This is an optimization exercise on Yosys and OpenROAD, whose aim is small area and a short achievable clock period, not a production implementation.
Function was checked by simulation only, so behaviour that the tests miss may differ from the original.
No activity file was given, so power comes from the tool's default toggle rates.

==> flow/config.mk <==
export PLATFORM = sky130hd
export DESIGN_NAME = alu8_top
export DESIGN_NICKNAME = alu8_top
export VERILOG_FILES = /design/flow/design.v
export SDC_FILE = /design/flow/constraint.sdc
export NUM_CORES = 4
export LEC_CHECK = 0
export CAP_MARGIN = 20
export CORE_MARGIN = 2
export CORE_UTILIZATION = 40
export SLEW_MARGIN = 20
==> flow/constraint.sdc <==
create_clock -name core_clock -period 6.0 [get_ports {clk}]
set_input_delay 1.2000 -clock core_clock [delete_from_list [all_inputs] [get_ports {clk}]]
set_output_delay 1.2000 -clock core_clock [all_outputs]
set_load 0.01 [all_outputs]
==> flow/design.v <==
`timescale 1ns / 1ns
module alu8_top(
    input            clk,
    input      [7:0] regA,
    input      [7:0] regB,
    input      [4:0] opcode,
    input      [7:0] flagsIn,
    output reg [7:0] res,
    output reg [7:0] flagsOut
);
    reg [7:0] regA_q, regB_q, flagsIn_q;
    reg [4:0] opcode_q;
    wire [7:0] res_d, flagsOut_d;
    alu8 u_alu(
        .regA(regA_q),
        .regB(regB_q),
        .opcode(opcode_q),
        .flagsIn(flagsIn_q),
        .res(res_d),
        .flagsOut(flagsOut_d)
    );
    always @(posedge clk) begin
        regA_q    <= regA;
        regB_q    <= regB;
        opcode_q  <= opcode;
        flagsIn_q <= flagsIn;
        res       <= res_d;
        flagsOut  <= flagsOut_d;
    end
endmodule

`timescale 1ns / 1ns
module alu8(
    input [7:0] regA, regB,
    input [4:0] opcode,
    input [7:0] flagsIn,
    output reg [7:0] res,
    output reg [7:0] flagsOut
);
    localparam OP_ADD  = 5'b00000;
    localparam OP_ADC  = 5'b00001;
    localparam OP_SUB  = 5'b00010;
    localparam OP_SBC  = 5'b00011;
    localparam OP_CP   = 5'b00100;
    localparam OP_AND  = 5'b00101;
    localparam OP_OR   = 5'b00110;
    localparam OP_XOR  = 5'b00111;
    localparam OP_RL   = 5'b01000;
    localparam OP_RR   = 5'b01001;
    localparam OP_RLA  = 5'b01010;
    localparam OP_RRA  = 5'b01011;
    localparam OP_RLC  = 5'b01100;
    localparam OP_RRC  = 5'b01101;
    localparam OP_RLCA = 5'b01110;
    localparam OP_RRCA = 5'b01111;
    localparam OP_SLA  = 5'b10000;
    localparam OP_SRA  = 5'b10001;
    localparam OP_SRL  = 5'b10010;
    localparam OP_SWAP = 5'b10011;
    localparam OP_BIT  = 5'b10100;
    localparam OP_RES  = 5'b10101;
    localparam OP_SET  = 5'b10110;
    localparam OP_CCF  = 5'b10111;
    localparam OP_SCF  = 5'b11000;
    localparam OP_DAA  = 5'b11001;
    localparam OP_CPL  = 5'b11010;
    reg [4:0] low, high;
    reg [7:0] offsetDAA;
    wire carryInEnable = ((opcode == OP_ADC) || (opcode == OP_SBC)) ? (flagsIn[4]) : 1'b0;
    always @* begin
        res       = 8'b0;
        flagsOut  = 8'b0;
        low       = 5'b0;
        high      = 5'b0;
        offsetDAA = 8'b0;
        case (opcode)
            OP_ADD, OP_ADC: begin
                low = {1'b0, regA[3:0]} + {1'b0, regB[3:0]} + {4'b0000, carryInEnable};
                high = {1'b0, regA[7:4]} + {1'b0, regB[7:4]} + {4'b0000, low[4]};
                {flagsOut[4], res} = {high, low[3:0]};  
                flagsOut[5] = low[4];
                if (res == 0) 
                    flagsOut[7] = 1;
                flagsOut[6] = 0;
            end
            OP_SUB, OP_SBC: begin
                low = {1'b0, regA[3:0]} - {1'b0, regB[3:0]} - {4'b0000, carryInEnable};
                high = {1'b0, regA[7:4]} - {1'b0, regB[7:4]} - {4'b0000, low[4]};
                {flagsOut[4], res} = {high, low[3:0]};  
                flagsOut[5] = low[4];
                if (res == 0) 
                    flagsOut[7] = 1;
                flagsOut[6] = 1;
            end
            OP_CP: begin
                low = {1'b0, regA[3:0]} - {1'b0, regB[3:0]} - {4'b0000, carryInEnable};
                high = {1'b0, regA[7:4]} - {1'b0, regB[7:4]} - {4'b0000, low[4]};
                flagsOut[4] = high[4];
                flagsOut[5] = low[4];
                if ({high[3:0], low[3:0]} == 0)
                    flagsOut[7] = 1;
                flagsOut[6] = 1;
            end
            OP_AND: begin
                res = regA & regB;
                flagsOut[4] = 0;
                flagsOut[5] = 1;
                if (res == 0) 
                    flagsOut[7] = 1;
                flagsOut[6] = 0;
            end
            OP_OR: begin
                res = regA | regB;
                flagsOut[4] = 0;
                flagsOut[5] = 0;
                if (res == 0) 
                    flagsOut[7] = 1;
                flagsOut[6] = 0;
            end
            OP_XOR: begin
                res = regA ^ regB;
                flagsOut[4] = 0;
                flagsOut[5] = 0;
                if (res == 0) 
                    flagsOut[7] = 1;
                flagsOut[6] = 0;
            end
            OP_RL, OP_RLA: begin
                {flagsOut[4], res} = {regA, flagsIn[4]};
                flagsOut[5] = 0;
                flagsOut[7] = (res == 0 && opcode == OP_RL) ? 1'b1 : 1'b0;
                flagsOut[6] = 0;
            end
            OP_RR, OP_RRA: begin 
                {res, flagsOut[4]} = {flagsIn[4], regA};
                flagsOut[5] = 0;
                flagsOut[7] = (res == 0 && opcode == OP_RR) ? 1'b1 : 1'b0;
                flagsOut[6] = 0;
            end
            OP_RLC, OP_RLCA: begin
                {flagsOut[4], res} = {regA, regA[7]};
                flagsOut[5] = 0;
                flagsOut[7] = (res == 0 && opcode == OP_RLC) ? 1'b1 : 1'b0;
                flagsOut[6] = 0;
            end
            OP_RRC, OP_RRCA: begin 
                {res, flagsOut[4]} = {regA[0], regA};
                flagsOut[5] = 0;
                flagsOut[7] = (res == 0 && opcode == OP_RRC) ? 1'b1 : 1'b0;
                flagsOut[6] = 0;
            end
            OP_SLA: begin
                {flagsOut[4], res} = regA << 1;
                flagsOut[5] = 0;
                flagsOut[7] = (res == 0) ? 1'b1 : 1'b0;
                flagsOut[6] = 0;
            end
            OP_SRA, OP_SRL: begin
                {res, flagsOut[4]} = (opcode == OP_SRA) ? {regA[7], regA} : {1'b0, regA};
                flagsOut[5] = 0;
                flagsOut[7] = (res == 0) ? 1'b1 : 1'b0;
                flagsOut[6] = 0;
            end
            OP_SWAP: begin
                res = {regA[3:0], regA[7:4]};
                flagsOut[5] = 0;
                flagsOut[7] = (res == 0) ? 1'b1 : 1'b0;
                flagsOut[6] = 0;
            end
            OP_BIT: begin
                flagsOut[5] = 0;
                flagsOut[6] = 0;
                flagsOut[7] = !(regA[regB[2:0]]);
            end
            OP_RES: begin
                res = regA;
                res[regB[2:0]] = 0;
            end
            OP_SET: begin
                res = regA;
                res[regB[2:0]] = 1;
            end
            OP_CCF: begin
                flagsOut[4] = !flagsIn[4];
                flagsOut[5] = 0;
                flagsOut[6] = 0;
            end
            OP_SCF: begin
                flagsOut[4] = 1;
                flagsOut[5] = 0;
                flagsOut[6] = 0;
            end
            OP_DAA: begin
                if (((flagsIn[6] == 0) && (regA & 8'hF) > 8'h09) || (flagsIn[5] == 1)) begin
                    offsetDAA = offsetDAA | 8'h06;
                end
                if (((flagsIn[6] == 0) && (regA & 8'hF) > 8'h99) || (flagsIn[4] == 1)) begin
                    offsetDAA = offsetDAA | 8'h60;
                end
                if (flagsIn[6] == 0) begin
                    res = regA + offsetDAA;
                end else begin
                    res = regA - offsetDAA;
                    flagsOut[4] = 1;
                end
                flagsOut[5] = 0;
                flagsOut[6] = flagsIn[6];
                flagsOut[7] = !(regA[regB[2:0]]);
            end
            OP_CPL: begin
                res = ~regA;
                flagsOut[5] = 1;
                flagsOut[6] = 1;
            end
            default: begin
            end
        endcase
    end
endmodule
==> flow/run.sh <==
#!/bin/bash
# synth_recipe.tcl (not shown) runs the flow's synth.tcl, then flattens the netlist and writes it again
# the make line also repeats each setting of config.mk as NAME=value (left out here)
make -C /OpenROAD-flow-scripts/flow DESIGN_CONFIG=/design/flow/config.mk WORK_HOME=/design/flow/orfs CLKGATE_MAP_FILE= SYNTH_SCRIPT=/design/flow/synth_recipe.tcl finish
==> metrics.yaml <==
grt:
  antenna_found_initial: 0
  gr-usage-met3: 0.0345
  grt_pass1_vias: 2786
  grt-ovfl-total: 0
  grt_usage: 0.239
  met2_usage: 0.387
  top_usage_layer: "met2"
  grt_max_degree: 20
  grt_use_met1: 0.330
  grt_pass1_wl_um: 15900
clocking:
  path_clk_slew_ns: 0.08
  clock-sinks: 36
  cts_tree: "built"
  clk_latency_ns: 0.30
  postCtsResizedCells: 0
  cts.path.max_buffers: 2
  cts_buffers: 5
  htreeDepth: 2
  ctsHoldBuffers: 0
  cts_setup_buffers: 0
  root_buffer: "clkbuf_8"
setup_path:
  r2r_start: "flagsIn_q[4]$_DFF_P_"
  critical_path_arrival_ns: 4.76
  crit_path_start_kind: "flop"
  critical_path_peak_fanout: 5
  crit_path_end_kind: "flop"
  r2r_slack_ns: 1.43
  worstPathRequired_ns: 6.19
  reg2reg_to: "res[7]$_DFF_P_"
  r2r_cells: 16
  critPathKind: "flop to flop"
power_and_ir_drop:
  leakagePower_nw: 1.54
  powerDensity_nw_per_um2: 195
  peakVddDrop_v: 0.0000922
yosys:
  avgSynthCellArea_um2: 8.37
  ys.flop_type: "dfxtp_1"
  syn_area_um2: 3240
  synth_edf_count: 0
  yosysWarnings: 2
  synthCells: 387
  synth.distinct_cells: 62
  yosysSeqAreaShare: 0.222
  synthArstFlopShare: 0
  synth_seq_cells: 36
routing:
  ant_nets: 0
  viasPerCell: 6.01
  wl_um: 10300
  drt_iter0_drc: 333
  wire_per_inst_um: 20.1
  first_pass_iters: 5
  drc: 0
  vias: 3084
floorplan:
  fp.dieW_um: 94.0
  rows: 32
  core-area_um2: 7810
  io_pins: 46
  dieArea_um2: 8840
  start_util: 0.415
  die_h_um: 94.0
sta:
  period_share: 0.762
  setup_viol: 0
  fin_skew_ns: 0.00366
  hold_violations: 0
  worst_pin_slew_ns: 0.979
  tns_ns: 0
  fmax_mhz: 219
  period_needed_ns: 4.57
  whs_ns: 0.664
  rsz0062_at_grt: "false"
  maxSlewViolCount: 0
  slew_headroom: 0.344
status:
  status: "no timing/DRC/antenna violations"
finish:
  final_common_cell: "ha_1"
  num-fill-cells: 768
  mostFrequentLayoutCells: "ha_1 (40), nor2_1 (36), dfxtp_1 (36), clkdlybuf4s50_1 (36), inv_1 (27)"
  drive_gt1_frac: 0.0535
  num_antenna_cells: 0
  final_nets: 488
  syn2layout_area_growth_pct: 14.0
worst_hold_path:
  min_to: "flagsOut[6]$_DFF_P_"
  hold_path.class: "flop to flop"
  holdCritStartpoint: "flagsIn_q[6]$_DFF_P_"
  hold_depth: 2
run:
  maxCapViolCount: 0
placement:
  dp_hpwl_um: 7560
  portBuffers: 36
  routabilityCongestion: 0.922
layer usage:
metal / vias to the layer above / wire, um
li1: 1435 / -
met1: 1450 / 4450
met2: 173 / 4790
met3: 26 / 827
met4: 0 / 244
met5: - / 0
cell families after synthesis:
kind of cell,share of synthesized area
and+or+nand+nor,0.208
AOI/OAI and AO/OA,0.203
buffers and inverters,0.0768
adders and majority gates,0.204
DFF,0.222
xor gates and xnor gates,0.0541
muxes,0.0301
other,0.00116
flip-flops by register name, indices dropped and copies added (netlist names):
name / cells
flagsIn_q: 3
regA_q: 8
flagsOut: 4
regB_q: 8
opcode_q: 5
res: 8
critical path, cell delays in order, from the launching register on:
cell	delay, ns
dfxtp_1	0.46
inv_1	0.15
nor2_1	0.19
nand3_1	0.19
fa_1	0.47
fa_1	0.46
o21a_1	0.21
nor2_1	0.17
xnor2_1	0.21
fa_1	0.50
ha_1	0.20
o21ai_0	0.15
nand2_1	0.10
xor2_1	0.18
o2bb2ai_1	0.14
or4_1	0.43
a211o_1	0.24
area by class of cell:
type	instances	area, um^2	share of cell area
clock inverter	1	7.51	0.00203
inverter	27	101	0.0274
multi-input combinational	303	2280	0.618
clock buffer	7	86.3	0.0234
timing repair buffer	37	368	0.0996
tap	102	128	0.0346
sequential	36	721	0.195
synth_stat cells (all sizes together) (4+ instances only):
master	count	area share
ha	40	0.15
nor2	37	0.044
dfxtp	36	0.22
inv	27	0.031
a21oi	25	0.039
nand2	21	0.024
buf	17	0.037
o21ai	17	0.026
xnor2	12	0.032
a221oi	11	0.030
nor3	11	0.019
fa	8	0.049
nor4	8	0.015
xor2	8	0.022
a31oi	7	0.014
clkbuf	7	0.0081
nand3	7	0.011
nand4	7	0.014
o22ai	7	0.014
nor2b	6	0.012
nand2b	5	0.0097
a211o	4	0.011
a21o	4	0.0093
or4	4	0.0093
how the worst max path moves through the flow:
stage                                    start              to  slack (ns)  cells after the start
after global placement     opcode_q[2]$_DFF_P_  res[7]$_DFF_P_        1.51                     15
after CTS                 flagsIn_q[4]$_DFF_P_  res[7]$_DFF_P_        1.49                     16
final                     flagsIn_q[4]$_DFF_P_  res[7]$_DFF_P_        1.43                     16
after detailed placement  flagsIn_q[4]$_DFF_P_  res[7]$_DFF_P_        1.51                     17
after floorplan            opcode_q[2]$_DFF_P_  res[7]$_DFF_P_        2.01                     18
after global routing      flagsIn_q[4]$_DFF_P_  res[7]$_DFF_P_        1.27                     16
power breakdown:
| part | internal (mW) | total (mW) | switching (mW) |
|---|---|---|---|
| clock network | 0.0934 | 0.187 | 0.0932 |
| logic | 0.116 | 0.247 | 0.131 |
| registers | 0.258 | 0.287 | 0.0291 |
| total | 0.467 | 0.721 | 0.254 |
per-stage QoR:
step	util	setup slack, ns	instance area, um^2	power, mW	cells
6_report	0.473	1.43	3690	0.721	513
5_1_grt	0.473	1.27	3690	0.764	513
4_1_cts	0.473	1.49	3690	0.724	513
3_5_place_dp	0.461	1.51	3600	0.533	505
3_3_place_gp	0.461	1.51	3600	0.531	505
2_1_floorplan	-	2.01	3250	0.445	390

[afterwards: timing with drivers on the ports]
No port has a modelled driver above. Below, the same layout with a new extraction and two added sets of constraints.
Step 1: set_driving_cell puts a clkbuf_16 on clk and a buf_2 on each other input, an assumption about the parent block.
Step 2 moves the port delays by t, midway between the first and last clock arrival at a register: inputs arrive t later, outputs are due t later. That takes back most of the time a late clock gives input paths.
Three values: no drivers, after step 1, after step 2; two values: the first two.
t, ns: 0.325
setup WS [ns]: 1.429 / 1.429 / 1.429
worst setup path after step 2: register to register
latest minus earliest clock arrival (ns): 0.003 / 0.003
worst data-port slew with drivers (ns): 0.03
After both steps setup and hold are still met in this run. For this run, drivers alone change the setup slack by 0.000 ns; drivers and shift together by 0.000 ns.
